Context: an optimization exercise on an open-source flow, tuned for small area. The choices shown serve that exercise and are no tape-out recipe. The RTL was checked by simulation tests, not by an equivalence proof against the original design. Power is estimated from default activity; no workload was simulated.

**design/flow/design.v**
```verilog
module processor
(
	input wire clk_i,
	input wire rst_i,
	input wire stall_i,
	output wire [31:0] addr_o,
	input wire [31:0] data_i,
	output wire [31:0] data_o,
	output wire [3:0] data_w_o,
	output wire [2:0] data_mode_o,
	input wire [7:0] extio_in,
	output wire [7:0] extio_out
);
	wire stall_cpu; wire mwait_cpu; wire irq_cpu; wire irq_ack_cpu; wire exception_cpu; wire data_b_cpu; wire data_h_cpu; wire data_access_cpu;
	wire [31:0] irq_vector_cpu; wire [31:0] inst_addr_cpu; wire [31:0] inst_in_cpu; wire [31:0] data_addr_cpu; wire [31:0] data_in_cpu; wire [31:0] data_out_cpu;
	wire [3:0] data_w_cpu;
	assign data_mode_o = {data_b_cpu,data_h_cpu,data_access_cpu};
	datapath core
	(
		.clock(clk_i),
		.reset(rst_i),
		.stall(stall_cpu),
		.mwait(mwait_cpu),
		.irq_vector(irq_vector_cpu),
		.irq(irq_cpu),
		.irq_ack(irq_ack_cpu),
		.exception(exception_cpu),
		.inst_addr(inst_addr_cpu),
		.inst_in(inst_in_cpu),
		.data_addr(data_addr_cpu),
		.data_in(data_in_cpu),
		.data_out(data_out_cpu),
		.data_w(data_w_cpu),
		.data_b(data_b_cpu),
		.data_h(data_h_cpu),
		.data_access(data_access_cpu)
	);
	interrupt_controller int_control
	(
		.clock(clk_i),
		.reset(rst_i),
		.stall(stall_i),
		.stall_cpu(stall_cpu),
		.mwait_cpu(mwait_cpu),
		.irq_vector_cpu(irq_vector_cpu),
		.irq_cpu(irq_cpu),
		.irq_ack_cpu(irq_ack_cpu),
		.exception_cpu(exception_cpu),
		.inst_addr_cpu(inst_addr_cpu),
		.inst_in_cpu(inst_in_cpu),
		.data_addr_cpu(data_addr_cpu),
		.data_in_cpu(data_in_cpu),
		.data_out_cpu(data_out_cpu),
		.data_w_cpu(data_w_cpu),
		.data_access_cpu(data_access_cpu),
		.addr_mem(addr_o),
		.data_read_mem(data_i),
		.data_write_mem(data_o),
		.data_we_mem(data_w_o),
		.extio_in(extio_in),
		.extio_out(extio_out)
	);
endmodule
module datapath
(
	input wire clock,
	input wire reset,
	input wire stall,
	input wire mwait,
	input wire [31:0] irq_vector,
	input wire irq,
	output wire irq_ack,
	output wire exception,
	output wire [31:0] inst_addr,
	input wire [31:0] inst_in,
	output wire [31:0] data_addr,
	input wire [31:0] data_in,
	output reg [31:0] data_out,
	output reg [3:0] data_w,
	output wire data_b,
	output wire data_h,
	output wire data_access
);
	localparam [3:0] T_NOP = 4'b0000, T_SYS = 4'b0001, T_JAL = 4'b0010, T_JALR = 4'b0011,
		T_BR = 4'b0100, T_LUI = 4'b0101, T_AUIPC = 4'b0110, T_OPI = 4'b1000, T_OP = 4'b1001,
		T_LD = 4'b1100, T_ST = 4'b1101;
	reg [31:0] pc; reg [31:0] pc_last; reg [31:0] tgt;
	wire [31:0] pc_plus4; wire [31:0] pc_next; wire [31:0] imm_d; wire [31:0] tgt_d; wire [31:0] tgt_base;
	wire [31:0] inst_sw; wire [3:0] itype_dec;
	reg [3:0] t; reg [31:7] ir;
	reg stall_reg; reg irq_ack_s_dly; reg bds; reg data_access_s_dly;
	wire irq_ack_s; wire data_access_s; wire branch_taken; wire jump_taken; wire except; wire kill;
	wire [31:0] read_data1; wire [31:0] read_data2; wire [31:0] write_data;
	wire [31:0] alu_src1; wire [31:0] alu_src2; wire [31:0] result; wire [31:0] sum;
	wire [31:0] imm_i; wire [31:0] imm_s;
	wire [31:0] ld; wire wreg; wire equal; wire less_than;
	wire [2:0] f3;
	always @(posedge clock or posedge reset) begin
		if (reset == 1'b1) begin
			pc <= {32{1'b0}};
			pc_last <= {32{1'b0}};
		end else begin
			if (stall == 1'b0) begin
				pc <= pc_next;
				pc_last <= pc;
			end
		end
	end
	assign pc_plus4 = {pc[31:2] + 30'd1, pc[1:0]};
	assign pc_next = irq_ack_s == 1'b1 || except == 1'b1 ? irq_vector :
		branch_taken == 1'b1 || is_jal == 1'b1 ? tgt : is_jalr == 1'b1 ? sum :
		data_access_s == 1'b1 ? pc_last : pc_plus4;
	assign irq_ack_s = irq & ~bds & ~branch_taken & ~jump_taken & ~data_access_s;
	assign irq_ack = irq_ack_s_dly;
	assign exception = except;
	always @(posedge clock or posedge reset) begin
		if (reset == 1'b1) begin
			irq_ack_s_dly <= 1'b0;
			bds <= 1'b0;
			data_access_s_dly <= 1'b0;
			stall_reg <= 1'b0;
		end else begin
			stall_reg <= stall;
			if (stall == 1'b0) begin
				data_access_s_dly <= data_access_s;
				if (mwait == 1'b0) begin
					irq_ack_s_dly <= irq_ack_s;
					bds <= branch_taken | jump_taken;
				end
			end
		end
	end
	assign inst_sw = {inst_in[7:0],inst_in[15:8],inst_in[23:16],inst_in[31:24]};
	assign kill = data_access_s | except | branch_taken | jump_taken | bds | irq_ack_s;
	control control_unit
	(
		.opcode(inst_sw[6:0]),
		.funct3(inst_sw[14:12]),
		.funct7(inst_sw[31:25]),
		.itype(itype_dec)
	);
	always @(posedge clock or posedge reset) begin
		if (reset == 1'b1) begin
			t <= T_NOP;
		end else begin
			if (stall == 1'b0 && mwait == 1'b0)
				t <= kill ? T_NOP : itype_dec;
		end
	end
	assign imm_d = inst_sw[2] == 1'b0 ? {{19{inst_sw[31]}}, inst_sw[31], inst_sw[7], inst_sw[30:25], inst_sw[11:8], 1'b0} :
		inst_sw[3] == 1'b1 ? {{11{inst_sw[31]}}, inst_sw[31], inst_sw[19:12], inst_sw[20], inst_sw[30:21], 1'b0} :
		{inst_sw[31:12], 12'h000};
	assign tgt_base = (inst_sw[5] & inst_sw[4] & ~inst_sw[3] & inst_sw[2]) ? 32'h00000000 : pc_last;
	alu_add target_adder
	(
		.a(tgt_base),
		.b(imm_d),
		.cin(1'b0),
		.p(),
		.g(),
		.sum(tgt_d),
		.cout()
	);
	always @(posedge clock) begin
		if (stall == 1'b0 && mwait == 1'b0) begin
			ir <= inst_sw[31:7];
			tgt <= tgt_d;
		end
	end
	wire is_mem = t[3] & t[2];
	wire is_ld = t == T_LD;
	wire is_st = t == T_ST;
	wire is_br = t == T_BR;
	wire is_jal = t == T_JAL;
	wire is_jalr = t == T_JALR;
	wire is_lui = t == T_LUI;
	wire is_auipc = t == T_AUIPC;
	wire is_op = t == T_OP;
	wire is_alu = t[3] & ~t[2];
	wire rw = is_jal | is_jalr | is_lui | is_auipc | is_alu | is_ld;
	assign f3 = ir[14:12];
	assign imm_i = {{20{ir[31]}}, ir[31:20]};
	assign imm_s = {{20{ir[31]}}, ir[31:25], ir[11:7]};
	reg_bank register_bank
	(
		.clock(clock),
		.read_reg1(ir[18:15]),
		.read_reg2(ir[23:20]),
		.write_reg(ir[10:7]),
		.wreg(wreg),
		.write_data(write_data),
		.read_data1(read_data1),
		.read_data2(read_data2)
	);
	assign wreg = rw & ~mwait & ~stall_reg;
	assign alu_src1 = read_data1;
	assign alu_src2 = (is_op | is_br) ? read_data2 : is_st ? imm_s : imm_i;
	alu alu
	(
		.op1(alu_src1),
		.op2(alu_src2),
		.sel(is_alu ? f3 : 3'b000),
		.sub(is_br | (is_alu & f3[2:1] == 2'b01) | (is_op & f3 == 3'b000 & ir[30])),
		.unsgn(is_br ? f3[1] : f3[0]),
		.arith(ir[30]),
		.tgt(tgt),
		.use_tgt(is_auipc | is_lui),
		.result(result),
		.sum(sum),
		.equal(equal),
		.less_than(less_than)
	);
	assign branch_taken = is_br & (f3[2] ? less_than ^ f3[0] : equal ^ f3[0]);
	assign except = t == T_SYS;
	assign jump_taken = is_jal | is_jalr;
	assign inst_addr = pc;
	assign data_addr = sum;
	assign data_b = is_mem & f3[1:0] == 2'b00;
	assign data_h = is_mem & f3[1:0] == 2'b01;
	assign data_access_s = is_mem;
	assign data_access = data_access_s & ~data_access_s_dly;
	always @(*) begin
		data_out[31:24] = read_data2[7:0];
		data_out[23:16] = f3[1:0] == 2'b00 ? read_data2[7:0] : read_data2[15:8];
		data_out[15:8] = f3[1:0] == 2'b10 ? read_data2[23:16] : read_data2[7:0];
		data_out[7:0] = f3[1:0] == 2'b10 ? read_data2[31:24] : f3[1:0] == 2'b01 ? read_data2[15:8] : read_data2[7:0];
		if (is_st == 1'b0)
			data_w = 4'b0000;
		else if (f3[1:0] == 2'b10)
			data_w = 4'b1111;
		else if (f3[1:0] == 2'b01)
			data_w = result[1] ? 4'b0011 : 4'b1100;
		else
			case (result[1:0])
			2'b11 : data_w = 4'b0001;
			2'b10 : data_w = 4'b0010;
			2'b01 : data_w = 4'b0100;
			default : data_w = 4'b1000;
			endcase
	end
	wire [7:0] ld_b0; wire [7:0] ld_b1; wire ld_sign;
	assign ld_b0 = f3[1:0] == 2'b10 || result[1:0] == 2'b00 || (f3[1:0] == 2'b01 && result[1] == 1'b0) ? data_in[31:24] :
		result[1:0] == 2'b01 ? data_in[23:16] : result[1:0] == 2'b10 || f3[1:0] == 2'b01 ? data_in[15:8] : data_in[7:0];
	assign ld_b1 = f3[1:0] == 2'b10 || result[1] == 1'b0 ? data_in[23:16] : data_in[7:0];
	assign ld_sign = ~f3[2] & (f3[1:0] == 2'b00 ? ld_b0[7] : ld_b1[7]);
	assign ld = f3[1:0] == 2'b10 ? {data_in[7:0], data_in[15:8], ld_b1, ld_b0} :
		f3[1:0] == 2'b01 ? {{16{ld_sign}}, ld_b1, ld_b0} : {{24{ld_sign}}, ld_b0};
	assign write_data = is_ld ? ld : jump_taken ? pc_last : result;
endmodule
module control
(
	input wire [6:0] opcode,
	input wire [2:0] funct3,
	input wire [6:0] funct7,
	output reg [3:0] itype
);
	wire f7z = funct7 == 7'b0000000;
	wire f7s = funct7 == 7'b0100000;
	always @(*) begin
		case (opcode)
		7'b0110111 : itype = 4'b0101;
		7'b0010111 : itype = 4'b0110;
		7'b1101111 : itype = 4'b0010;
		7'b1100111 : itype = 4'b0011;
		7'b1100011 : itype = (funct3[2:1] == 2'b01) ? 4'b0000 : 4'b0100;
		7'b0000011 : itype = (funct3 == 3'b011 || funct3[2:1] == 2'b11) ? 4'b0000 : 4'b1100;
		7'b0100011 : itype = (funct3[2] == 1'b1 || funct3[1:0] == 2'b11) ? 4'b0000 : 4'b1101;
		7'b0010011 : itype = (funct3 == 3'b101 && !f7z && !f7s) ? 4'b0000 : 4'b1000;
		7'b0110011 : itype = ((funct3 == 3'b000 || funct3 == 3'b101) && !f7z && !f7s) ? 4'b0000 : 4'b1001;
		7'b1110011 : itype = 4'b0001;
		default : itype = 4'b0000;
		endcase
	end
endmodule
module reg_bank
(
	input wire clock,
	input wire [3:0] read_reg1,
	input wire [3:0] read_reg2,
	input wire [3:0] write_reg,
	input wire wreg,
	input wire [31:0] write_data,
	output wire [31:0] read_data1,
	output wire [31:0] read_data2
);
	reg [31:0] registers[1:15];
	wire [15:1] sel1; wire [15:1] sel2;
	integer i;
	genvar g;
	always @(posedge clock) begin
		for (i = 1; i < 16; i = i + 1)
			if (wreg == 1'b1 && write_reg == i)
				registers[i] <= write_data;
	end
	generate
		for (g = 1; g < 16; g = g + 1) begin : dec
			assign sel1[g] = read_reg1 == g;
			assign sel2[g] = read_reg2 == g;
		end
	endgenerate
	rf_read port1 (.sel(sel1), .r1(registers[1]), .r2(registers[2]), .r3(registers[3]), .r4(registers[4]), .r5(registers[5]),
		.r6(registers[6]), .r7(registers[7]), .r8(registers[8]), .r9(registers[9]), .r10(registers[10]),
		.r11(registers[11]), .r12(registers[12]), .r13(registers[13]), .r14(registers[14]), .r15(registers[15]), .y(read_data1));
	rf_read port2 (.sel(sel2), .r1(registers[1]), .r2(registers[2]), .r3(registers[3]), .r4(registers[4]), .r5(registers[5]),
		.r6(registers[6]), .r7(registers[7]), .r8(registers[8]), .r9(registers[9]), .r10(registers[10]),
		.r11(registers[11]), .r12(registers[12]), .r13(registers[13]), .r14(registers[14]), .r15(registers[15]), .y(read_data2));
endmodule
module rf_read
(
	input wire [15:1] sel,
	input wire [31:0] r1, input wire [31:0] r2, input wire [31:0] r3, input wire [31:0] r4, input wire [31:0] r5,
	input wire [31:0] r6, input wire [31:0] r7, input wire [31:0] r8, input wire [31:0] r9, input wire [31:0] r10,
	input wire [31:0] r11, input wire [31:0] r12, input wire [31:0] r13, input wire [31:0] r14, input wire [31:0] r15,
	output wire [31:0] y
);
	wire [31:0] g1; wire [31:0] g2; wire [31:0] g3; wire [31:0] g4; wire [31:0] g5;
	rf_aoi3 a1 (.a(r1), .b(r2), .c(r3), .sa(sel[1]), .sb(sel[2]), .sc(sel[3]), .y(g1));
	rf_aoi3 a2 (.a(r4), .b(r5), .c(r6), .sa(sel[4]), .sb(sel[5]), .sc(sel[6]), .y(g2));
	rf_aoi3 a3 (.a(r7), .b(r8), .c(r9), .sa(sel[7]), .sb(sel[8]), .sc(sel[9]), .y(g3));
	rf_aoi3 a4 (.a(r10), .b(r11), .c(r12), .sa(sel[10]), .sb(sel[11]), .sc(sel[12]), .y(g4));
	rf_aoi3 a5 (.a(r13), .b(r14), .c(r15), .sa(sel[13]), .sb(sel[14]), .sc(sel[15]), .y(g5));
	assign y = ~(g1 & g2 & g3 & g4 & g5);
endmodule
module rf_aoi3
(
	input wire [31:0] a, input wire [31:0] b, input wire [31:0] c,
	input wire sa, input wire sb, input wire sc,
	output wire [31:0] y
);
	assign y = ~((a & {32{sa}}) | (b & {32{sb}}) | (c & {32{sc}}));
endmodule
module alu
(
	input wire [31:0] op1,
	input wire [31:0] op2,
	input wire [2:0] sel,
	input wire sub,
	input wire unsgn,
	input wire arith,
	input wire [31:0] tgt,
	input wire use_tgt,
	output wire [31:0] result,
	output wire [31:0] sum,
	output wire equal,
	output wire less_than
);
	wire [31:0] p; wire [31:0] g; wire [31:0] y;
	wire cout; wire less;
	wire s_add; wire s_slt; wire s_xor; wire s_or; wire s_and; wire s_sr; wire s_sl;
	alu_add adder
	(
		.a(op1),
		.b(op2 ^ {32{sub}}),
		.cin(sub),
		.p(p),
		.g(g),
		.sum(sum),
		.cout(cout)
	);
	assign equal = &p;
	assign less = (op1[31] == op2[31] || unsgn) ? ~cout : op1[31];
	assign less_than = less;
	bshift barrel_shifter
	(
		.lshift(~sel[2]),
		.arith(arith),
		.shift(op2[4:0]),
		.in(op1),
		.out(y)
	);
	assign s_add = ~use_tgt & sel == 3'b000;
	assign s_sl = sel == 3'b001;
	assign s_slt = sel[2:1] == 2'b01;
	assign s_xor = sel == 3'b100;
	assign s_sr = sel == 3'b101;
	assign s_or = sel == 3'b110;
	assign s_and = sel == 3'b111;
	genvar i;
	generate
		for (i = 0; i < 32; i = i + 1) begin : rmux
			assign result[i] = (s_add & sum[i]) | (s_xor & p[i]) | (s_or & (p[i] | g[i])) | (s_and & g[i]) |
				(s_sr & y[i]) | (s_sl & y[31 - i]) | (use_tgt & tgt[i]) | (i == 0 ? s_slt & less : 1'b0);
		end
	endgenerate
endmodule
module alu_add
(
	input wire [31:0] a,
	input wire [31:0] b,
	input wire cin,
	output wire [31:0] p,
	output wire [31:0] g,
	output wire [31:0] sum,
	output wire cout
);
	reg [31:0] gg; reg [31:0] pp;
	integer d; integer i;
	assign p = a ^ b;
	assign g = a & b;
	always @(*) begin
		gg = {g[30:0], cin};
		pp = {p[30:0], 1'b0};
		for (d = 1; d < 32; d = d * 2)
			for (i = 2 * d - 1; i < 32; i = i + 2 * d) begin
				gg[i] = gg[i] | (pp[i] & gg[i - d]);
				pp[i] = pp[i] & pp[i - d];
			end
		for (d = 8; d >= 1; d = d / 2)
			for (i = 3 * d - 1; i < 32; i = i + 2 * d) begin
				gg[i] = gg[i] | (pp[i] & gg[i - d]);
				pp[i] = pp[i] & pp[i - d];
			end
	end
	assign sum = p ^ gg;
	assign cout = g[31] | (p[31] & gg[31]);
endmodule
module bshift
(
	input wire lshift,
	input wire arith,
	input wire [4:0] shift,
	input wire [31:0] in,
	output wire [31:0] out
);
	wire [31:0] x; wire [63:0] ext;
	wire fill;
	genvar i;
	generate
		for (i = 0; i < 32; i = i + 1) begin : rev
			assign x[i] = lshift ? in[31 - i] : in[i];
		end
	endgenerate
	assign fill = arith & ~lshift & in[31];
	assign ext = {{32{fill}}, x} >> shift;
	assign out = ext[31:0];
endmodule
module interrupt_controller
(
	input wire clock,
	input wire reset,
	input wire stall,
	output wire stall_cpu,
	output wire mwait_cpu,
	output wire [31:0] irq_vector_cpu,
	output wire irq_cpu,
	input wire irq_ack_cpu,
	input wire exception_cpu,
	input wire [31:0] inst_addr_cpu,
	output wire [31:0] inst_in_cpu,
	input wire [31:0] data_addr_cpu,
	output wire [31:0] data_in_cpu,
	input wire [31:0] data_out_cpu,
	input wire [3:0] data_w_cpu,
	input wire data_access_cpu,
	output wire [31:0] addr_mem,
	input wire [31:0] data_read_mem,
	output wire [31:0] data_write_mem,
	output wire [3:0] data_we_mem,
	input wire [7:0] extio_in,
	output wire [7:0] extio_out
);
	reg [7:0] irq_mask_reg; reg [7:0] irq_status_reg; reg [7:0] extio_out_reg;
	reg [31:0] periph_data; reg [31:0] irq_vector_reg; reg [31:0] irq_epc_reg;
	wire interrupt; reg irq;
	parameter [2:0] irq_idle = 0, irq_int = 1, irq_req = 2, irq_ackn = 3, irq_done = 4;
	reg [2:0] pulse_state;
	reg [2:0] pulse_next_state;
	wire periph_access; reg periph_access_dly; wire periph_access_we;
	always @(posedge clock) begin
		case (data_addr_cpu[7:4])
		4'b0000 : begin periph_data <= irq_vector_reg; end			 
		4'b0001 : begin periph_data <= {extio_in,24'h000000}; end		 
		4'b0010 : begin periph_data <= {irq_mask_reg,24'h000000}; end		 
		4'b0011 : begin periph_data <= {irq_status_reg,24'h000000}; end		 
		4'b0100 : begin 							 
			periph_data <= {irq_epc_reg[7:0],irq_epc_reg[15:8],irq_epc_reg[23:16],irq_epc_reg[31:24]};
		end
		4'b1000 : begin periph_data <= {extio_in,24'h000000}; end		 
		4'b1001 : begin periph_data <= {extio_out_reg,24'h000000}; end		 
		default : begin periph_data <= data_read_mem; end
		endcase
	end
	assign inst_in_cpu = data_read_mem;
	assign data_in_cpu = periph_access_dly == 1'b0 ? data_read_mem : periph_data;
	always @(posedge clock or posedge reset) begin
		if (reset == 1'b1) begin
			irq_vector_reg <= {32{1'b0}};
			irq_mask_reg <= {8{1'b0}};
			irq_status_reg <= {8{1'b0}};
			extio_out_reg <= {8{1'b0}};
		end else begin
			if (periph_access == 1'b1 && periph_access_we == 1'b1) begin
				case (data_addr_cpu[7:4])
				4'b0000 : begin				 
					irq_vector_reg <= {data_out_cpu[7:0],data_out_cpu[15:8],data_out_cpu[23:16],data_out_cpu[31:24]};
				end
				4'b0010 : begin				 
					irq_mask_reg <= data_out_cpu[31:24];
				end
				4'b0011 : begin				 
					irq_status_reg <= data_out_cpu[31:24];
				end
				4'b1001 : begin				 
					extio_out_reg <= data_out_cpu[31:24];
				end
				default : begin
				end
				endcase
			end
			if (irq_ack_cpu == 1'b1 || exception_cpu == 1'b1) begin
				irq_status_reg[0] <= 1'b0;		 
			end
		end
	end
	always @(posedge clock or posedge reset) begin
		if (reset == 1'b1) begin
			irq_epc_reg <= 32'h00000000;
		end else begin
			if (((irq == 1'b1 && irq_ack_cpu == 1'b0) || exception_cpu == 1'b1)) begin
				irq_epc_reg <= inst_addr_cpu;
			end
		end
	end
	always @(posedge clock or posedge reset) begin
		if (reset == 1'b1) begin
			pulse_state <= irq_idle;
			pulse_next_state <= irq_idle;
			irq <= 1'b0;
		end else begin
			if (stall == 1'b0) begin
				pulse_state <= pulse_next_state;
				case (pulse_state)
				irq_idle : begin
					if (interrupt == 1'b1 && irq_status_reg[0] == 1'b1) begin
						pulse_next_state <= irq_int;
					end
				end
				irq_int : begin
					irq <= 1'b1;
					pulse_next_state <= irq_req;
				end
				irq_req : begin
					if (irq_ack_cpu == 1'b1) begin
						irq <= 1'b0;
						pulse_next_state <= irq_ackn;
					end
				end
				irq_ackn : begin
					pulse_next_state <= irq_done;
				end
				irq_done : begin
					if (irq_status_reg[0] == 1'b1) begin
						pulse_next_state <= irq_idle;
					end
				end
				default : begin
					pulse_next_state <= irq_idle;
				end
				endcase
			end
		end
	end
	always @(posedge clock or posedge reset) begin
		if (reset == 1'b1) begin
			periph_access_dly <= 1'b0;
		end else begin
			if (stall == 1'b0) begin
				periph_access_dly <= periph_access;
			end
		end
	end
	assign periph_access = data_addr_cpu[31:27] == 5'b11110 && data_access_cpu == 1'b1 ? 1'b1 : 1'b0;
	assign periph_access_we = data_w_cpu != 4'b0000 ? 1'b1 : 1'b0;
	assign addr_mem = data_access_cpu == 1'b1 ? data_addr_cpu : inst_addr_cpu;
	assign data_write_mem = data_out_cpu;
	assign data_we_mem = data_access_cpu == 1'b1 && periph_access == 1'b0 ? data_w_cpu : 4'b0000;
	assign mwait_cpu = data_access_cpu;
	assign stall_cpu = stall;
	assign interrupt = (extio_in & irq_mask_reg) != 8'h00;
	assign irq_cpu = irq;
	assign irq_vector_cpu = irq_vector_reg;
	assign extio_out = extio_out_reg;
endmodule
```
**design/flow/flow/run.sh**
```bash
#!/bin/bash
# Own flow: the standard layout (standard.sh) with these changes:
#  - synthesis maps with an area-leaning ABC script (flow/abc_area_relaxed.script)
#    through flow/my_abc_synth.tcl, which is synth_recipe.tcl with the abc call
#    redirected (same registers, flattening and renaming);
#  - every port still gets a buffer, a sky130_fd_sc_hd__buf_1;
#  - clock tree built from clkbuf_8 without dummy loads;
#  - power recovery (downsizing off the critical paths) after global routing.
set -euo pipefail
W=$(pwd)
bash standard.sh finish \
  SYNTH_SCRIPT="$W/flow/my_abc_synth.tcl" \
  "BUFFER_PORTS_ARGS=-buffer_cell sky130_fd_sc_hd__buf_1" \
  "CTS_ARGS=-sink_clustering_enable -repair_clock_nets -buf_list sky130_fd_sc_hd__clkbuf_8 -dont_use_dummy_load" \
  RECOVER_POWER=100 \
  > "$W/standard_flow.log" 2>&1
test -f "$W/out/final.def"
```
**design/flow/flow/abc_area_relaxed.script**
```
&get -n
&st
&dch
&nf -R 1000 -p
&put
topo
stime -c
```
**design/flow/flow/my_abc_synth.tcl**
```tcl
proc synth {args} { yosys synth -nofsm -noshare {*}$args }
# map with an area-leaning ABC script in place of ORFS's speed script
set ::my_abc_script [file join [file dirname [file normalize [info script]]] abc_area_relaxed.script]
proc abc {args} {
  set i [lsearch -exact $args -script]
  if {$i >= 0} { lset args [expr {$i + 1}] $::my_abc_script }
  yosys abc {*}$args
}
source $::env(SCRIPTS_DIR)/synth.tcl
# left out here: clear keep_hierarchy, flatten, clean up, hide names made inside functions, write 1_2_yosys.v
```
**design/flow/standard.sh**
```bash
#!/bin/bash
# synth_recipe.tcl (not shown) runs the flow's synth.tcl, then flattens the netlist and writes it again
# the make line also repeats each setting of config.mk as NAME=value (left out here)
make -C /OpenROAD-flow-scripts/flow DESIGN_CONFIG=/design/flow/config.mk WORK_HOME=/design/flow/orfs CLKGATE_MAP_FILE= SYNTH_SCRIPT=/design/flow/synth_recipe.tcl "${@:-finish}"
```
**design/flow/config.mk**
```make
export PLATFORM = sky130hd
export DESIGN_NAME = processor
export DESIGN_NICKNAME = processor
export VERILOG_FILES = /design/flow/design.v
export SDC_FILE = /design/flow/constraint.sdc
export NUM_CORES = 4
export LEC_CHECK = 0
export CAP_MARGIN = 20
export CORE_MARGIN = 2
export CORE_UTILIZATION = 55
export SLEW_MARGIN = 20
export SYNTH_HIERARCHICAL = 1
```
**design/flow/constraint.sdc**
```tcl
create_clock -name core_clock -period 12.0 [get_ports {clk_i}]
set_input_delay 2.4000 -clock core_clock [delete_from_list [all_inputs] [get_ports {clk_i}]]
set_output_delay 2.4000 -clock core_clock [all_outputs]
set_load 0.01 [all_outputs]
```
==> results.py, run 1 <==
metrics = {
    "run_status": {
        "outcome": "complete, but fails checks",
        "so.violations": "capacitance limit, slew limit",
    },
    "drt": {
        "via_count": 33570,
        "via_per_inst": 7.503,
        "post_drt_wl_per_cell_um": 35.34,
        "drc": 0,
        "drt.antenna.violating_nets": 0,
        "wl_um": 158100,
        "drt-initial-drc-count": 7565,
        "dr.pass1.iters": 14,
    },
    "layout": {
        "syn2layout_area_growth_pct": 9.721,
        "largest-register": "core.register_bank.registers",
        "drive_gt1_share_pct": 6.977,
        "final_net_count": 3668,
        "stdcell_count": 4474,
        "largest_reg_flops": 480,
        "multi_input_area_um2": 17160,
        "fillCellCount": 5700,
        "regArea_um2": 20940,
    },
    "floorplanning": {
        "start_util_pct": 55.37,
        "die_area_um2": 72390,
        "core_area_um2": 69790,
        "rows": 97,
        "die_y_um": 269.1,
        "fp.dieW_um": 269.1,
        "io_pins": 122,
    },
    "sta": {
        "finalCritPeriodShare_pct": 95.26,
        "fmax_mhz": 87.48,
        "setup_ws_ns": 0.5683,
        "setup_violations": 0,
        "fin_skew_ns": 0.1193,
        "period_needed_ns": 11.43,
        "slew_headroom_pct": -211.5,
        "fin_tns_setup_ns": 0,
        "rsz0062_at_grt": "no",
        "final_hold_viol_count": 0,
        "drv_slew": 1080,
        "tightestPinTransition_ns": 4.672,
    },
    "clock_network": {
        "cts_tree": "yes",
        "cts.path.max_buffers": 3,
        "cts_hold_buf": 0,
        "h-tree-depth": 3,
        "cts_setup_buffers": 0,
        "cts_buffers": 117,
        "cts.clk_slew.worst_paths_ns": 0.06,
        "clock_latency_ns": 0.80,
        "cts_root_buffer": "clkbuf_8",
        "cts.sinks": 736,
        "cts.repair.resized": 0,
    },
    "global_route": {
        "track_usage_pct": 43.09,
        "grt_antenna_before_repair": 8,
        "grt_pass1_vias": 31150,
        "grt_max_degree": 81,
        "grt_pass1_wl_um": 222000,
        "grt.overflow.total": 0,
    },
    "worst_setup_path": {
        "critPathMaxFanout": 24,
        "critPathLaunch": "core.ir[21]$_DFFE_PP_",
        "reg2reg_setup_slack_ns": 0.90,
        "arrival_ns": 9.03,
        "slowest_stage": "clkbuf_1",
        "start_kind": "flip-flop",
        "r2r_start": "core.ir[21]$_DFFE_PP_",
        "path_class": "reg2out",
        "cp-end-kind": "output port",
        "cp_slowest_stage_delay_ns": 1.27,
        "required_ns": 9.60,
    },
    "power_and_ir_drop": {
        "peakVddDrop_uv": 129.4,
        "power.leakage_nw": 15.40,
        "powerDensity_nw_per_um2": 169.5,
        "power_mw": 7.188,
    },
    "place": {
        "gp_congestion": 1.026,
        "pre_cts_ws_ns": 1.454,
        "portBuffers": 121,
        "dp_hpwl_um": 112700,
        "placed_cells": 4342,
    },
    "logic_synthesis": {
        "syn_inst": 3239,
        "ys_warn_count": 13,
        "syn_area_um2": 38640,
        "syn_area_per_cell_um2": 11.93,
    },
    "hold_path": {
        "min-delay-start": "int_control.irq_epc_reg[25]$_DFFE_PP0P_",
        "hp-class": "reg2reg",
    },
    "job": {
        "maxCapViolCount": 31,
    },
}
-- layout make-up --
| type | instances | area share (%) |
|---|---|---|
| Inverter | 93 | 0.8293 |
| Antenna cell | 8 | 0.04722 |
| Sequential cell | 736 | 49.39 |
| Tap cell | 940 | 2.774 |
| Multi-Input combinational cell | 2342 | 40.48 |
| Clock buffer | 117 | 3.798 |
| Timing Repair Buffer | 238 | 2.674 |
-- stage by stage --
step	hold WS, ns	utilization, %	area, um^2
4_1_cts	0.4836	61.03	42590
5_1_grt	0.5019	60.72	42380
2_1_floorplan	0.4502	-	38640
3_3_place_gp	0.4632	58.68	40950
3_5_place_dp	0.4743	58.72	40980
6_report	0.4896	60.75	42390
-- critical path: cells and delay by family (launching register included) --
family | cells | cell delay (ns)
fa+ha+maj | 2 | 0.54
simple gates | 11 | 2.61
flops | 1 | 0.54
mux | 1 | 0.23
buf+inv | 3 | 1.52
compound gates | 10 | 2.69
xor+xnor | 1 | 0.16
-- report_power, final --
group	internal, mW	switching [mW]	total, mW
clock network	0.850	0.904	1.75
registers	3.18	0.134	3.31
logic	0.550	1.57	2.12
total	4.58	2.61	7.19
-- worst paths after layout --
| kind | endpoint | cells after the start |
|---|---|---|
| max | data_w_o[2] | 28 |
| min | int_control.periph_data[1]$_DFF_P_ | 2 |
| max reg2reg | int_control.irq_vector_reg[15]$_DFFE_PP0P_ | 30 |
| min reg2reg | int_control.periph_data[1]$_DFF_P_ | 2 |
| max in group asynchronous | int_control.irq_vector_reg[17]$_DFFE_PP0P_ | 3 |
| min in group asynchronous | core.pc_last[3]$_DFFE_PP0N_ | 2 |
-- routing by layer --
| metal | vias to the layer above | GRT usage [%] | wire, um |
|---|---|---|---|
| li1 | 13800 | - | - |
| met1 | 16300 | 57.61 | 56980 |
| met2 | 2897 | 64.61 | 68360 |
| met3 | 569 | 11.17 | 21830 |
| met4 | 8 | 23.15 | 10830 |
| met5 | - | 0 | 111 |
-- layout by cell type, fill, tap and decap left out, drive strengths merged, types with 50 or more instances in the layout --
cell and instances:
a21oi 191, a222oi 385, a22oi 50, and3 71, buf 167, clkbuf 188, clkinv 91, dfrtp 168
edfxtp 536, ha 63, mux2 220, nand2 325, nand3 104, nor2 188, o21ai 212, xor2 59
==> run 2: changes to the inputs <==
--- a/design/flow/design.v
+++ b/design/flow/design.v
@@ -11,51 +11,45 @@
 	input wire [7:0] extio_in,
 	output wire [7:0] extio_out
 );
-	wire stall_cpu; wire mwait_cpu; wire irq_cpu; wire irq_ack_cpu; wire exception_cpu; wire data_b_cpu; wire data_h_cpu; wire data_access_cpu;
-	wire [31:0] irq_vector_cpu; wire [31:0] inst_addr_cpu; wire [31:0] inst_in_cpu; wire [31:0] data_addr_cpu; wire [31:0] data_in_cpu; wire [31:0] data_out_cpu;
+	wire irq_cpu; wire irq_ack_cpu; wire exception_cpu;
+	wire [31:0] irq_vector_cpu; wire [31:0] inst_addr_cpu; wire [31:0] data_addr_cpu; wire [31:0] data_in_cpu;
 	wire [3:0] data_w_cpu;
-	assign data_mode_o = {data_b_cpu,data_h_cpu,data_access_cpu};
 	datapath core
 	(
 		.clock(clk_i),
 		.reset(rst_i),
-		.stall(stall_cpu),
-		.mwait(mwait_cpu),
+		.stall(stall_i),
 		.irq_vector(irq_vector_cpu),
 		.irq(irq_cpu),
 		.irq_ack(irq_ack_cpu),
 		.exception(exception_cpu),
 		.inst_addr(inst_addr_cpu),
-		.inst_in(inst_in_cpu),
+		.inst_in(data_i),
 		.data_addr(data_addr_cpu),
 		.data_in(data_in_cpu),
-		.data_out(data_out_cpu),
+		.data_out(data_o),
 		.data_w(data_w_cpu),
-		.data_b(data_b_cpu),
-		.data_h(data_h_cpu),
-		.data_access(data_access_cpu)
+		.data_b(data_mode_o[2]),
+		.data_h(data_mode_o[1]),
+		.data_access(data_mode_o[0])
 	);
 	interrupt_controller int_control
 	(
 		.clock(clk_i),
 		.reset(rst_i),
 		.stall(stall_i),
-		.stall_cpu(stall_cpu),
-		.mwait_cpu(mwait_cpu),
 		.irq_vector_cpu(irq_vector_cpu),
 		.irq_cpu(irq_cpu),
 		.irq_ack_cpu(irq_ack_cpu),
 		.exception_cpu(exception_cpu),
 		.inst_addr_cpu(inst_addr_cpu),
-		.inst_in_cpu(inst_in_cpu),
 		.data_addr_cpu(data_addr_cpu),
 		.data_in_cpu(data_in_cpu),
-		.data_out_cpu(data_out_cpu),
+		.data_out_cpu(data_o),
 		.data_w_cpu(data_w_cpu),
-		.data_access_cpu(data_access_cpu),
+		.data_access_cpu(data_mode_o[0]),
 		.addr_mem(addr_o),
 		.data_read_mem(data_i),
-		.data_write_mem(data_o),
 		.data_we_mem(data_w_o),
 		.extio_in(extio_in),
 		.extio_out(extio_out)
@@ -66,7 +60,6 @@
 	input wire clock,
 	input wire reset,
 	input wire stall,
-	input wire mwait,
 	input wire [31:0] irq_vector,
 	input wire irq,
 	output wire irq_ack,
@@ -81,6 +74,8 @@
 	output wire data_h,
 	output wire data_access
 );
+	wire mwait;
+	assign mwait = data_access;
 	localparam [3:0] T_NOP = 4'b0000, T_SYS = 4'b0001, T_JAL = 4'b0010, T_JALR = 4'b0011,
 		T_BR = 4'b0100, T_LUI = 4'b0101, T_AUIPC = 4'b0110, T_OPI = 4'b1000, T_OP = 4'b1001,
 		T_LD = 4'b1100, T_ST = 4'b1101;
@@ -439,14 +434,11 @@
 	input wire clock,
 	input wire reset,
 	input wire stall,
-	output wire stall_cpu,
-	output wire mwait_cpu,
 	output wire [31:0] irq_vector_cpu,
 	output wire irq_cpu,
 	input wire irq_ack_cpu,
 	input wire exception_cpu,
 	input wire [31:0] inst_addr_cpu,
-	output wire [31:0] inst_in_cpu,
 	input wire [31:0] data_addr_cpu,
 	output wire [31:0] data_in_cpu,
 	input wire [31:0] data_out_cpu,
@@ -454,7 +446,6 @@
 	input wire data_access_cpu,
 	output wire [31:0] addr_mem,
 	input wire [31:0] data_read_mem,
-	output wire [31:0] data_write_mem,
 	output wire [3:0] data_we_mem,
 	input wire [7:0] extio_in,
 	output wire [7:0] extio_out
@@ -480,7 +471,6 @@
 		default : begin periph_data <= data_read_mem; end
 		endcase
 	end
-	assign inst_in_cpu = data_read_mem;
 	assign data_in_cpu = periph_access_dly == 1'b0 ? data_read_mem : periph_data;
 	always @(posedge clock or posedge reset) begin
 		if (reset == 1'b1) begin
@@ -572,10 +562,7 @@
 	assign periph_access = data_addr_cpu[31:27] == 5'b11110 && data_access_cpu == 1'b1 ? 1'b1 : 1'b0;
 	assign periph_access_we = data_w_cpu != 4'b0000 ? 1'b1 : 1'b0;
 	assign addr_mem = data_access_cpu == 1'b1 ? data_addr_cpu : inst_addr_cpu;
-	assign data_write_mem = data_out_cpu;
 	assign data_we_mem = data_access_cpu == 1'b1 && periph_access == 1'b0 ? data_w_cpu : 4'b0000;
-	assign mwait_cpu = data_access_cpu;
-	assign stall_cpu = stall;
 	assign interrupt = (extio_in & irq_mask_reg) != 8'h00;
 	assign irq_cpu = irq;
 	assign irq_vector_cpu = irq_vector_reg;
--- a/design/flow/flow/run.sh
+++ b/design/flow/flow/run.sh
@@ -5,13 +5,11 @@
 #    redirected (same registers, flattening and renaming);
 #  - every port still gets a buffer, a sky130_fd_sc_hd__buf_1;
 #  - clock tree built from clkbuf_8 without dummy loads;
-#  - power recovery (downsizing off the critical paths) after global routing.
 set -euo pipefail
 W=$(pwd)
 bash standard.sh finish \
   SYNTH_SCRIPT="$W/flow/my_abc_synth.tcl" \
   "BUFFER_PORTS_ARGS=-buffer_cell sky130_fd_sc_hd__buf_1" \
   "CTS_ARGS=-sink_clustering_enable -repair_clock_nets -buf_list sky130_fd_sc_hd__clkbuf_8 -dont_use_dummy_load" \
-  RECOVER_POWER=100 \
   > "$W/standard_flow.log" 2>&1
 test -f "$W/out/final.def"
--- a/design/flow/config.mk
+++ b/design/flow/config.mk
@@ -7,6 +7,6 @@
 export LEC_CHECK = 0
 export CAP_MARGIN = 20
 export CORE_MARGIN = 2
-export CORE_UTILIZATION = 55
+export CORE_UTILIZATION = 45
 export SLEW_MARGIN = 20
 export SYNTH_HIERARCHICAL = 1
==> results.py, run 2 <==
metrics = {
    "run_status": {
        "outcome": "complete, no violations",
    },
    "floorplanning": {
        "rows": 106,
        "io_pins": 122,
        "die_area_um2": 87090,
        "die_y_um": 295.1,
        "core_area_um2": 83820,
        "fp.dieW_um": 295.1,
        "start_util_pct": 45.50,
    },
    "layout": {
        "syn2layout_area_growth_pct": 13.13,
        "largest_reg_flops": 480,
        "final_net_count": 3695,
        "layout_common_cells": "edfxtp_1 (536), a222oi_1 (385), nand2_1 (328)",
        "final_common_cell": "edfxtp_1",
        "fillCellCount": 7465,
        "drive_gt1_share_pct": 9.513,
        "largest-register": "core.register_bank.registers",
    },
    "sta": {
        "slew_headroom_pct": 23.32,
        "drv_slew": 0,
        "rsz0062_at_grt": "no",
        "tightestPinTransition_ns": 1.148,
        "finalCritPeriodShare_pct": 96.11,
        "final_hold_viol_count": 0,
        "fmax_mhz": 86.71,
        "setup_violations": 0,
        "fin_skew_ns": 0.1069,
        "fin_tns_setup_ns": 0,
        "period_needed_ns": 11.53,
    },
    "worst_setup_path": {
        "required_ns": 9.60,
        "start_kind": "flip-flop",
        "arrival_ns": 9.13,
        "cp-end-kind": "output port",
        "slowest_stage": "o31ai_1",
        "cp_slowest_stage_delay_ns": 0.73,
        "critPathMaxFanout": 9,
        "path_class": "reg2out",
    },
    "clock_network": {
        "cts.path.max_buffers": 3,
        "h-tree-depth": 3,
        "cts_buffers": 121,
        "cts_root_buffer": "clkbuf_8",
        "cts.sinks": 736,
        "cts.clk_slew.worst_paths_ns": 0.06,
        "cts_setup_buffers": 0,
        "cts_tree": "yes",
        "cts_hold_buf": 0,
        "cts.repair.resized": 0,
        "clock_latency_ns": 0.82,
    },
    "logic_synthesis": {
        "syn_area_um2": 38140,
        "syn_inst": 3174,
        "ys_warn_count": 13,
        "syn_area_per_cell_um2": 12.01,
    },
    "global_route": {
        "grt.overflow.total": 0,
        "grt_pass1_wl_um": 234100,
        "grt_max_degree": 60,
        "grt_pass1_vias": 31760,
        "track_usage_pct": 37.67,
        "grt_antenna_before_repair": 12,
    },
    "power_and_ir_drop": {
        "peakVddDrop_uv": 110.1,
        "powerDensity_nw_per_um2": 169.7,
        "power_mw": 7.319,
        "power.leakage_nw": 15.74,
    },
    "hold_path": {
        "hp-class": "reg2reg",
    },
    "drt": {
        "drt-initial-drc-count": 6284,
        "drt.antenna.violating_nets": 0,
        "post_drt_wl_per_cell_um": 35.49,
        "dr.pass1.iters": 11,
        "drc": 0,
        "wl_um": 166500,
        "via_per_inst": 7.063,
        "via_count": 33150,
    },
    "place": {
        "gp_congestion": 1.046,
        "portBuffers": 121,
        "dp_hpwl_um": 120500,
    },
    "job": {
        "maxCapViolCount": 0,
    },
}
-- run 2: critical path: cells and delay by family (launching register included) --
kind                     cells  cell delay (ns)
XOR/XNOR                     1             0.23
AO/OA/AOI/OAI               10             3.31
buffers and inverters        4             0.54
flip-flops                   1             0.53
AND/OR/NAND/NOR             11             2.86
adder cells (fa/ha/maj)      2             0.88
-- run 2: path summary, 6_finish.rpt --
check,startpoint,end,slack (ns),depth (start not counted)
setup / recovery,core.ir[21]$_DFFE_PP_,data_w_o[3],0.47,28
hold / removal,int_control.irq_epc_reg[31]$_DFFE_PP0P_,int_control.periph_data[7]$_DFF_P_,0.49,2
setup reg to reg,core.ir[21]$_DFFE_PP_,core.register_bank.registers[12][23]$_DFFE_PP_,1.59,30
hold reg to reg,int_control.irq_epc_reg[31]$_DFFE_PP0P_,int_control.periph_data[7]$_DFF_P_,0.49,2
max in group asynchronous,rst_i,int_control.irq_vector_reg[17]$_DFFE_PP0P_,8.95,3
min in group asynchronous,rst_i,core.t[0]$_DFFE_PP0P_,1.62,2
-- run 2: per-layer routing --
metal  track usage, %  vias up  wire [um]
met4            19.33        4       9349
met5                0        -         28
met1            50.17    16550      64470
li1                 -    13840          -
met2            58.42     2377      74910
met3            7.773      372      17780
-- run 2: final cells by class --
class,instances,area (um^2),area share (%)
antenna,6,15.01,0.03480
clock buffer,121,1665,3.860
inverter,94,356.6,0.8265
multi-input combinational,2345,17240,39.97
sequential,736,20940,48.54
tap,1134,1419,3.289
timing repair buffer,257,1504,3.486
-- run 2: through the flow --
step	instances	area, um^2	hold WS, ns	worst slack, ns	utilization, %
after floorplan	3175	38140	0.4493	0.2167	-
after global placement	4565	41420	0.4603	1.734	49.41
after detailed placement	4565	41420	0.4734	1.495	49.42
after CTS	4686	43090	0.4899	0.6583	51.40
after global routing	4688	43130	0.5203	0.05650	51.46
final	4693	43140	0.4880	0.4669	51.47
-- run 2: power by group --
part           internal (mW)  total [mW]  switching [mW]
Combinational          0.606        2.25            1.64
Sequential              3.16        3.27           0.114
Clock                  0.877        1.80           0.921
Total                   4.64        7.32            2.68
==> run 3: changes to the inputs <==
==> design/flow/flow/run.sh (replaced) <==
#!/bin/bash
# Own flow: the standard layout (standard.sh) with these changes:
#  - synthesis maps with an area-leaning ABC script (flow/abc_area_relaxed.script)
#    through flow/my_abc_synth.tcl, which is synth_recipe.tcl with the abc call
#    redirected (same registers, flattening and renaming);
#  - every port still gets a buffer, a sky130_fd_sc_hd__buf_1;
#  - clock tree built from clkbuf_8 in clusters of up to 12 sinks, without dummy loads;
set -euo pipefail
W=$(pwd)
bash standard.sh finish \
  SYNTH_SCRIPT="$W/flow/my_abc_synth.tcl" \
  "BUFFER_PORTS_ARGS=-buffer_cell sky130_fd_sc_hd__buf_1" \
  "CTS_ARGS=-sink_clustering_enable -repair_clock_nets -buf_list sky130_fd_sc_hd__clkbuf_8 -sink_clustering_size 12 -sink_clustering_max_diameter 80 -dont_use_dummy_load" \
  > "$W/standard_flow.log" 2>&1
test -f "$W/out/final.def"
==> design/flow/flow/abc_area_relaxed.script (replaced) <==
&get -n
&st
&dch
&nf -R 1000 -p
&put
buffer -c
topo
stime -c
upsize -c
dnsize -c
==> results.py, run 3 <==
metrics = {
    "run_status": {
        "outcome": "complete, no violations",
    },
    "layout": {
        "final_common_cell": "edfxtp_1",
        "drive_gt1_share_pct": 15.82,
        "layout_common_cells": "edfxtp_1 (536), a222oi_1 (385), nand2_1 (326)",
        "stdcell_count": 4664,
        "utilization_pct": 48.46,
        "final_net_count": 3631,
        "largest_reg_flops": 480,
        "largest-register": "core.register_bank.registers",
        "syn2layout_area_growth_pct": 6.728,
    },
    "floorplanning": {
        "die_y_um": 302.6,
        "rows": 109,
        "core_area_um2": 88370,
        "io_pins": 122,
        "fp.dieW_um": 302.6,
        "die_area_um2": 91580,
        "start_util_pct": 45.41,
    },
    "worst_setup_path": {
        "cp-end-kind": "output port",
        "slowest_stage": "edfxtp_1",
        "crit_top_cell": "nand2_1",
        "critPathMaxFanout": 57,
        "cp_slowest_stage_delay_ns": 0.51,
        "start_kind": "flip-flop",
        "path_class": "reg2out",
        "arrival_ns": 8.47,
        "required_ns": 9.60,
        "cp_top_family": "simple AND/OR/NAND/NOR gates",
        "path_buf_inv": 5,
    },
    "global_route": {
        "grt_pass1_wl_um": 221300,
        "grt_antenna_before_repair": 8,
        "grt_pass1_vias": 30450,
        "grt_max_degree": 84,
        "track_usage_pct": 33.60,
        "grt.overflow.total": 0,
    },
    "power_and_ir_drop": {
        "comb_power_share_pct": 32.1,
        "power.leakage_nw": 15.56,
        "seqPwrFrac_pct": 47.6,
        "powerDensity_nw_per_um2": 159.9,
        "p_switching_mw": 2.540,
        "peakVddDrop_uv": 141.7,
        "p_clk_share_pct": 20.3,
        "p_sw_share_pct": 37.09,
        "p_int_mw": 4.307,
    },
    "sta": {
        "setup_ws_ns": 1.127,
        "worst_hold_slack_ns": 0.4495,
        "final_hold_viol_count": 0,
        "fin_skew_ns": 0.09129,
        "drv_slew": 0,
        "setup_violations": 0,
        "tightestPinTransition_ns": 1.121,
        "slew_headroom_pct": 25.08,
        "rsz0062_at_grt": "no",
        "period_needed_ns": 10.87,
        "fin_tns_setup_ns": 0,
        "fmax_mhz": 91.97,
        "finalCritPeriodShare_pct": 90.61,
    },
    "clock_network": {
        "cts_hold_buf": 0,
        "clock_latency_ns": 0.73,
        "cts_setup_buffers": 0,
        "cts_buffers": 73,
        "cts_tree": "yes",
        "cts.path.max_buffers": 3,
        "cts.clk_slew.worst_paths_ns": 0.09,
        "cts.repair.resized": 0,
        "cts_root_buffer": "clkbuf_8",
        "h-tree-depth": 3,
        "cts.sinks": 736,
    },
    "drt": {
        "via_per_inst": 6.978,
        "post_drt_wl_per_cell_um": 33.58,
        "drc": 0,
        "wl_um": 156600,
        "dr.pass1.iters": 11,
        "via_count": 32550,
        "drt-initial-drc-count": 6483,
        "drt.antenna.violating_nets": 0,
    },
    "job": {
        "maxCapViolCount": 0,
    },
    "logic_synthesis": {
        "ys_warn_count": 13,
        "syn_inst": 3438,
        "syn_area_per_cell_um2": 11.67,
        "syn_area_um2": 40130,
    },
    "hold_path": {
        "hp-class": "reg2reg",
    },
    "place": {
        "portBuffers": 121,
        "pre_cts_ws_ns": 2.020,
        "gp_congestion": 1.026,
        "placed_cells": 4580,
        "dp_hpwl_um": 110300,
    },
}
-- run 3: path summary, 6_finish.rpt --
| path | slack [ns] | to | depth (start not counted) | from |
|---|---|---|---|---|
| max in group asynchronous | 8.91 | int_control.irq_mask_reg[3]$_DFFE_PP0P_ | 3 | rst_i |
| max | 1.13 | data_w_o[3] | 30 | core.ir[21]$_DFFE_PP_ |
| min | 0.45 | int_control.periph_data[15]$_DFF_P_ | 2 | int_control.irq_epc_reg[23]$_DFFE_PP0P_ |
| max reg2reg | 2.02 | core.register_bank.registers[1][10]$_DFFE_PP_ | 32 | core.ir[21]$_DFFE_PP_ |
| min in group asynchronous | 1.79 | int_control.irq_epc_reg[16]$_DFFE_PP0P_ | 2 | rst_i |
| min reg2reg | 0.45 | int_control.periph_data[15]$_DFF_P_ | 2 | int_control.irq_epc_reg[23]$_DFFE_PP0P_ |
-- run 3: area by class of cell --
type / count / area [um^2]
Clock buffer: 73 / 1005
Multi-Input combinational cell: 2345 / 17690
Timing Repair Buffer: 241 / 1359
Sequential cell: 736 / 20940
Inverter: 94 / 356.6
Tap cell: 1165 / 1458
Fill cell: 8035 / 45540
Antenna cell: 10 / 25.02
-- run 3: through the flow --
| stage | cell area [um^2] | power [mW] |
|---|---|---|
| final | 42830 | 6.847 |
| after global routing | 42810 | 7.086 |
| after CTS | 42760 | 6.801 |
| after detailed placement | 41760 | 5.445 |
| after global placement | 41690 | 5.427 |
| after floorplan | 40130 | 4.512 |
-- run 3: routing by layer --
| metal | global-route usage [%] | up-vias | part of all wire [%] |
|---|---|---|---|
| met5 | 0 | - | 0.0089 |
| met4 | 16.12 | 2 | 5.4 |
| met3 | 7.462 | 402 | 12 |
| met2 | 49.60 | 2355 | 43 |
| met1 | 46.98 | 16050 | 39 |
| li1 | - | 13740 | - |
-- run 3: worst min-delay path: cells and delay by family (launching register included) --
family          cells  cell delay, ns
compound gates      1            0.07
simple gates        1            0.05
flops               1            0.33
-- run 3: power groups by stage --
stage	Sequential (mW)	Combinational (mW)	Clock, mW
floorplan	3.25	1.26	0
global placement	3.31	2.11	0
detailed placement	3.31	2.13	0
CTS	3.26	2.14	1.41
global route	3.27	2.32	1.50
finish	3.26	2.20	1.39
==> run 4: changes to the inputs <==
==> design/flow/flow/abc_area_relaxed.script (replaced) <==
&get -n
&st
&dch
&nf -R 1000 -p
&put
topo
stime -c
==> results.py, run 4 <==
metrics = {
    "run_status": {
        "outcome": "complete, no violations",
    },
    "floorplanning": {
        "die_y_um": 295.1,
        "io_pins": 122,
        "rows": 106,
        "start_util_pct": 45.50,
        "core_area_um2": 83820,
        "fp.dieW_um": 295.1,
        "die_area_um2": 87090,
    },
    "place": {
        "place_area_um2": 41420,
        "portBuffers": 121,
        "pre_cts_ws_ns": 1.495,
        "dp_hpwl_um": 120500,
        "gp_congestion": 1.046,
        "placed_cells": 4565,
    },
    "global_route": {
        "grt_max_degree": 60,
        "grt_antenna_before_repair": 15,
        "grt_pass1_vias": 31480,
        "grt_pass1_wl_um": 233100,
        "track_usage_pct": 37.48,
        "grt.overflow.total": 0,
    },
    "worst_setup_path": {
        "start_kind": "flip-flop",
        "arrival_ns": 9.15,
        "cp_slowest_stage_delay_ns": 0.71,
        "required_ns": 9.60,
        "path_class": "reg2out",
        "critPathMaxFanout": 9,
        "slowest_stage": "o31ai_1",
        "cp-end-kind": "output port",
    },
    "sta": {
        "rsz0062_at_grt": "no",
        "drv_slew": 0,
        "worst_hold_slack_ns": 0.4943,
        "final_hold_viol_count": 0,
        "fmax_mhz": 86.60,
        "fin_tns_setup_ns": 0,
        "setup_violations": 0,
        "setup_ws_ns": 0.4522,
        "fin_skew_ns": 0.1250,
        "slew_headroom_pct": 22.82,
        "period_needed_ns": 11.55,
        "tightestPinTransition_ns": 1.143,
        "finalCritPeriodShare_pct": 96.23,
    },
    "power_and_ir_drop": {
        "power.leakage_nw": 15.40,
        "peakVddDrop_uv": 110.5,
        "power_mw": 6.922,
        "powerDensity_nw_per_um2": 162.9,
    },
    "drt": {
        "wl_met3_um": 18260,
        "wl_met1_um": 64160,
        "drc": 0,
        "drt.antenna.violating_nets": 0,
        "post_drt_wl_per_cell_um": 35.85,
        "dr.pass1.iters": 15,
        "highest_layer": "met5",
        "wl_um": 166600,
        "via_per_inst": 7.113,
        "via_count": 33050,
        "drt-initial-drc-count": 6828,
        "wl_met2_um": 74310,
    },
    "clock_network": {
        "cts.path.max_buffers": 3,
        "clock_latency_ns": 0.77,
        "h-tree-depth": 3,
        "cts_hold_buf": 0,
        "cts_setup_buffers": 0,
        "cts.sinks": 736,
        "cts.repair.resized": 0,
        "cts_buffers": 74,
        "cts.clk_slew.worst_paths_ns": 0.09,
        "cts_root_buffer": "clkbuf_8",
        "cts_tree": "yes",
    },
    "layout": {
        "layout_common_cells": "edfxtp_1 (536), a222oi_1 (385), nand2_1 (328)",
        "stdcell_count": 4647,
        "largest-register": "core.register_bank.registers",
        "final_area_um2": 42500,
        "utilization_pct": 50.70,
        "final_common_cell": "edfxtp_1",
        "fillCellCount": 7515,
        "largest_reg_flops": 480,
        "syn2layout_area_growth_pct": 11.44,
        "final_net_count": 3648,
        "drive_gt1_share_pct": 8.300,
    },
    "logic_synthesis": {
        "syn_inst": 3174,
        "ys_warn_count": 13,
        "syn_area_per_cell_um2": 12.01,
        "syn_area_um2": 38140,
    },
    "job": {
        "maxCapViolCount": 0,
    },
    "hold_path": {
        "hp-class": "reg2reg",
    },
}
run 4: final timing paths:
kind,startpoint,to,slack (ns),cells after the start
max in group asynchronous,rst_i,int_control.irq_vector_reg[17]$_DFFE_PP0P_,8.86,3
setup reg to reg,core.ir[21]$_DFFE_PP_,core.register_bank.registers[13][23]$_DFFE_PP_,1.38,30
min in group asynchronous,rst_i,core.pc[0]$_DFFE_PP0P_,1.70,2
hold / removal,int_control.pulse_next_state[2]$_DFFE_PP0P_,int_control.pulse_next_state[2]$_DFFE_PP0P_,0.49,1
hold reg to reg,int_control.pulse_next_state[2]$_DFFE_PP0P_,int_control.pulse_next_state[2]$_DFFE_PP0P_,0.49,1
setup / recovery,core.ir[21]$_DFFE_PP_,data_w_o[3],0.45,28
run 4: critical path, delay by kind of cell, from the launching register on:
kind	cells	cell delay (ns)
adders and majority gates	2	0.88
and+or+nand+nor	11	2.88
DFF	1	0.53
xor gates and xnor gates	1	0.22
AOI/OAI and AO/OA	10	3.33
buffers and inverters	4	0.55
run 4: report_power, final:
group          internal [mW]  total, mW  switching, mW
combinational          0.606       2.25           1.64
sequential              3.15       3.27          0.115
clock                  0.549       1.41          0.857
total                   4.31       6.92           2.62
run 4: layout make-up:
type                            count  area [um^2]  area share, %
Timing Repair Buffer              257         1504          3.539
Sequential cell                   736        20940          49.27
Multi-Input combinational cell   2345        17240          40.57
Clock buffer                       74         1018          2.397
Tap cell                         1134         1419          3.339
Antenna cell                        7        17.52        0.04122
Inverter                           94        356.6         0.8391
run 4: routing by layer:
| metal | up-vias | GRT usage [%] |
|---|---|---|
| met3 | 423 | 7.623 |
| met1 | 16440 | 50.08 |
| met4 | 12 | 18.31 |
| li1 | 13750 | - |
| met5 | - | 0 |
| met2 | 2425 | 58.46 |
==> run 5: changes to the inputs <==
==> design/flow/flow/run.sh (replaced) <==
#!/bin/bash
# Own flow: the standard layout (standard.sh) with these changes:
#  - synthesis maps with an area-leaning ABC script (flow/abc_area_relaxed.script)
#    through flow/my_abc_synth.tcl, which is synth_recipe.tcl with the abc call
#    redirected (same registers, flattening and renaming);
#  - every port still gets a buffer, a sky130_fd_sc_hd__buf_1;
#  - clock tree built from clkbuf_8 in clusters of up to 14 sinks, without dummy loads;
set -euo pipefail
W=$(pwd)
bash standard.sh finish \
  SYNTH_SCRIPT="$W/flow/my_abc_synth.tcl" \
  "BUFFER_PORTS_ARGS=-buffer_cell sky130_fd_sc_hd__buf_1" \
  "CTS_ARGS=-sink_clustering_enable -repair_clock_nets -buf_list sky130_fd_sc_hd__clkbuf_8 -sink_clustering_size 14 -sink_clustering_max_diameter 90 -dont_use_dummy_load" \
  > "$W/standard_flow.log" 2>&1
test -f "$W/out/final.def"
--- a/design/flow/config.mk
+++ b/design/flow/config.mk
@@ -7,6 +7,6 @@
 export LEC_CHECK = 0
 export CAP_MARGIN = 20
 export CORE_MARGIN = 2
-export CORE_UTILIZATION = 45
+export CORE_UTILIZATION = 50
 export SLEW_MARGIN = 20
 export SYNTH_HIERARCHICAL = 1
==> results.py, run 5 <==
metrics = {
    "run_status": {
        "outcome": "complete, no violations",
    },
    "clock_network": {
        "h-tree-depth": 2,
        "cts_buffers": 60,
        "cts_tree": "yes",
        "clock_latency_ns": 0.78,
        "cts.repair.resized": 0,
        "cts.clk_slew.worst_paths_ns": 0.10,
        "cts_setup_buffers": 0,
        "cts_root_buffer": "clkbuf_8",
        "cts.path.max_buffers": 3,
        "cts.sinks": 736,
        "cts_hold_buf": 0,
    },
    "layout": {
        "drive_gt1_share_pct": 8.145,
        "largest_reg_flops": 480,
        "final_common_cell": "edfxtp_1",
        "utilization_pct": 55.74,
        "layout_common_cells": "edfxtp_1 (536), a222oi_1 (385), nand2_1 (327)",
        "largest-register": "core.register_bank.registers",
        "final_net_count": 3629,
        "fillCellCount": 6352,
        "syn2layout_area_growth_pct": 10.64,
    },
    "sta": {
        "period_needed_ns": 11.15,
        "worst_hold_slack_ns": 0.4958,
        "fin_skew_ns": 0.09675,
        "final_hold_viol_count": 0,
        "rsz0062_at_grt": "no",
        "finalCritPeriodShare_pct": 92.95,
        "fin_tns_setup_ns": 0,
        "tightestPinTransition_ns": 1.235,
        "setup_violations": 0,
        "slew_headroom_pct": 16.96,
        "fmax_mhz": 89.65,
        "drv_slew": 0,
    },
    "global_route": {
        "grt_max_degree": 87,
        "grt_pass1_wl_um": 225700,
        "top_usage_layer": "met2",
        "track_usage_pct": 39.95,
        "grt_pass1_vias": 31330,
        "grt_util_met2_pct": 62.25,
        "use_met1_pct": 53.37,
        "grt_antenna_before_repair": 11,
        "grt.overflow.total": 0,
        "met3_usage_pct": 8.818,
    },
    "drt": {
        "via_per_inst": 7.437,
        "post_drt_wl_per_cell_um": 35.90,
        "via_count": 33270,
        "wl_um": 160600,
        "drt.antenna.violating_nets": 0,
        "dr.pass1.iters": 15,
        "drt-initial-drc-count": 7517,
        "drc": 0,
    },
    "worst_setup_path": {
        "path_buf_inv": 4,
        "arrival_ns": 8.75,
        "path_class": "reg2out",
        "cp-end-kind": "output port",
        "slowest_stage": "o31ai_1",
        "start_kind": "flip-flop",
        "required_ns": 9.60,
        "cp_top_family": "compound AO/OA/AOI/OAI gates",
        "critPathMaxFanout": 38,
        "cp_slowest_stage_delay_ns": 0.59,
    },
    "power_and_ir_drop": {
        "power.leakage_nw": 15.31,
        "p_int_mw": 4.195,
        "seqPwrFrac_pct": 48.6,
        "powerDensity_nw_per_um2": 159.4,
        "p_switching_mw": 2.531,
        "peakVddDrop_uv": 112.7,
        "comb_power_share_pct": 32.8,
        "p_clk_share_pct": 18.6,
        "p_sw_share_pct": 37.63,
    },
    "job": {
        "maxCapViolCount": 0,
    },
    "logic_synthesis": {
        "ys_warn_count": 13,
        "syn_area_per_cell_um2": 12.01,
        "syn_inst": 3174,
        "syn_area_um2": 38140,
    },
    "floorplanning": {
        "rows": 101,
        "core_area_um2": 75700,
        "fp.dieW_um": 280.2,
        "io_pins": 122,
        "die_area_um2": 78500,
        "start_util_pct": 50.38,
        "die_y_um": 280.2,
    },
    "hold_path": {
        "hp-class": "reg2reg",
    },
    "place": {
        "portBuffers": 121,
        "dp_hpwl_um": 115800,
        "gp_congestion": 1.089,
    },
}
run 5: layer usage:
metal	up-vias	wire length (um)	part of all wire (%)
li1	13720	-	-
met1	16380	60360	38
met2	2667	71710	45
met3	485	19440	12
met4	10	9014	5.6
met5	-	59	0.037
run 5: through the flow:
stage	setup WS [ns]	area [um^2]	total power, mW	std cells
6_report	0.8461	42190	6.726	4473
3_5_place_dp	1.909	41260	5.404	4403
2_1_floorplan	0.2167	38140	4.402	3175
4_1_cts	1.051	42090	6.625	4463
3_3_place_gp	2.012	41140	5.355	4399
5_1_grt	0.4591	42180	6.944	4466
run 5: final timing paths:
path,slack [ns],from,cells after the start,endpoint
min in group asynchronous,1.65,rst_i,2,core.pc_last[6]$_DFFE_PP0N_
hold / removal,0.50,int_control.irq_epc_reg[22]$_DFFE_PP0P_,2,int_control.periph_data[14]$_DFF_P_
setup / recovery,0.85,core.ir[23]$_DFFE_PP_,28,data_w_o[3]
max in group asynchronous,8.95,rst_i,3,int_control.irq_epc_reg[20]$_DFFE_PP0P_
hold reg to reg,0.50,int_control.irq_epc_reg[22]$_DFFE_PP0P_,2,int_control.periph_data[14]$_DFF_P_
setup reg to reg,2.27,core.ir[23]$_DFFE_PP_,32,core.register_bank.registers[8][20]$_DFFE_PP_
run 5: power by group through the flow:
| stage | Sequential [mW] | Combinational [mW] | Clock, mW |
|---|---|---|---|
| 2_1_floorplan | 3.26 | 1.15 | 0 |
| 3_3_place_gp | 3.32 | 2.04 | 0 |
| 3_5_place_dp | 3.32 | 2.09 | 0 |
| 4_1_cts | 3.26 | 2.09 | 1.27 |
| 5_1_grt | 3.28 | 2.31 | 1.36 |
| 6_report | 3.27 | 2.21 | 1.25 |
run 5: cell type report:
cell class,instances,area [um^2],area share (%)
antenna,8,20.02,0.04745
clock buffer,60,825.8,1.957
inverter,94,356.6,0.8451
multi-input combinational,2345,17300,41.00
sequential,736,20940,49.63
tap,978,1224,2.900
timing repair buffer,252,1526,3.618
run 5: tightest hold or removal path, stage by stage, from the launching register on:
cell     delay, ns
dfrtp_1       0.35
a22oi_1       0.07
nand2_1       0.06

re-timing with driven ports:
The flow's constraints put no driver on any port. The routed layouts listed below were extracted and timed again, unchanged, in two steps.
Step 1 sets driving cells, clkbuf_16 on the clock port and buf_2 on the other inputs (assumed; they add their load-dependent delay and slew).
Step 2, shift: input delay + t, output delay - t, t = (earliest + latest rising clock arrival at the registers) / 2. This alone moves slack from input paths to output paths.
a / b / c = ideal ports / drivers / drivers and shift; a / b = the first two.
run	shift t [ns]	setup slack, ns	hold WS [ns]	clock arrival spread, ns	cell pins on the clock port's net
run 1	0.794	0.568 / 0.513 / 0.896	0.490 / 0.490 / 0.490	0.119 / 0.120	1
run 2	0.826	0.467 / 0.409 / 1.234	0.488 / 0.488 / 0.488	0.107 / 0.107	1
run 3	0.744	1.127 / 1.063 / 1.808	0.449 / 0.449 / 0.449	0.091 / 0.091	1
run 4	0.771	0.452 / 0.386 / 1.157	0.494 / 0.494 / 0.494	0.125 / 0.125	1
run 5	0.791	0.846 / 0.787 / 1.578	0.496 / 0.496 / 0.496	0.097 / 0.096	1
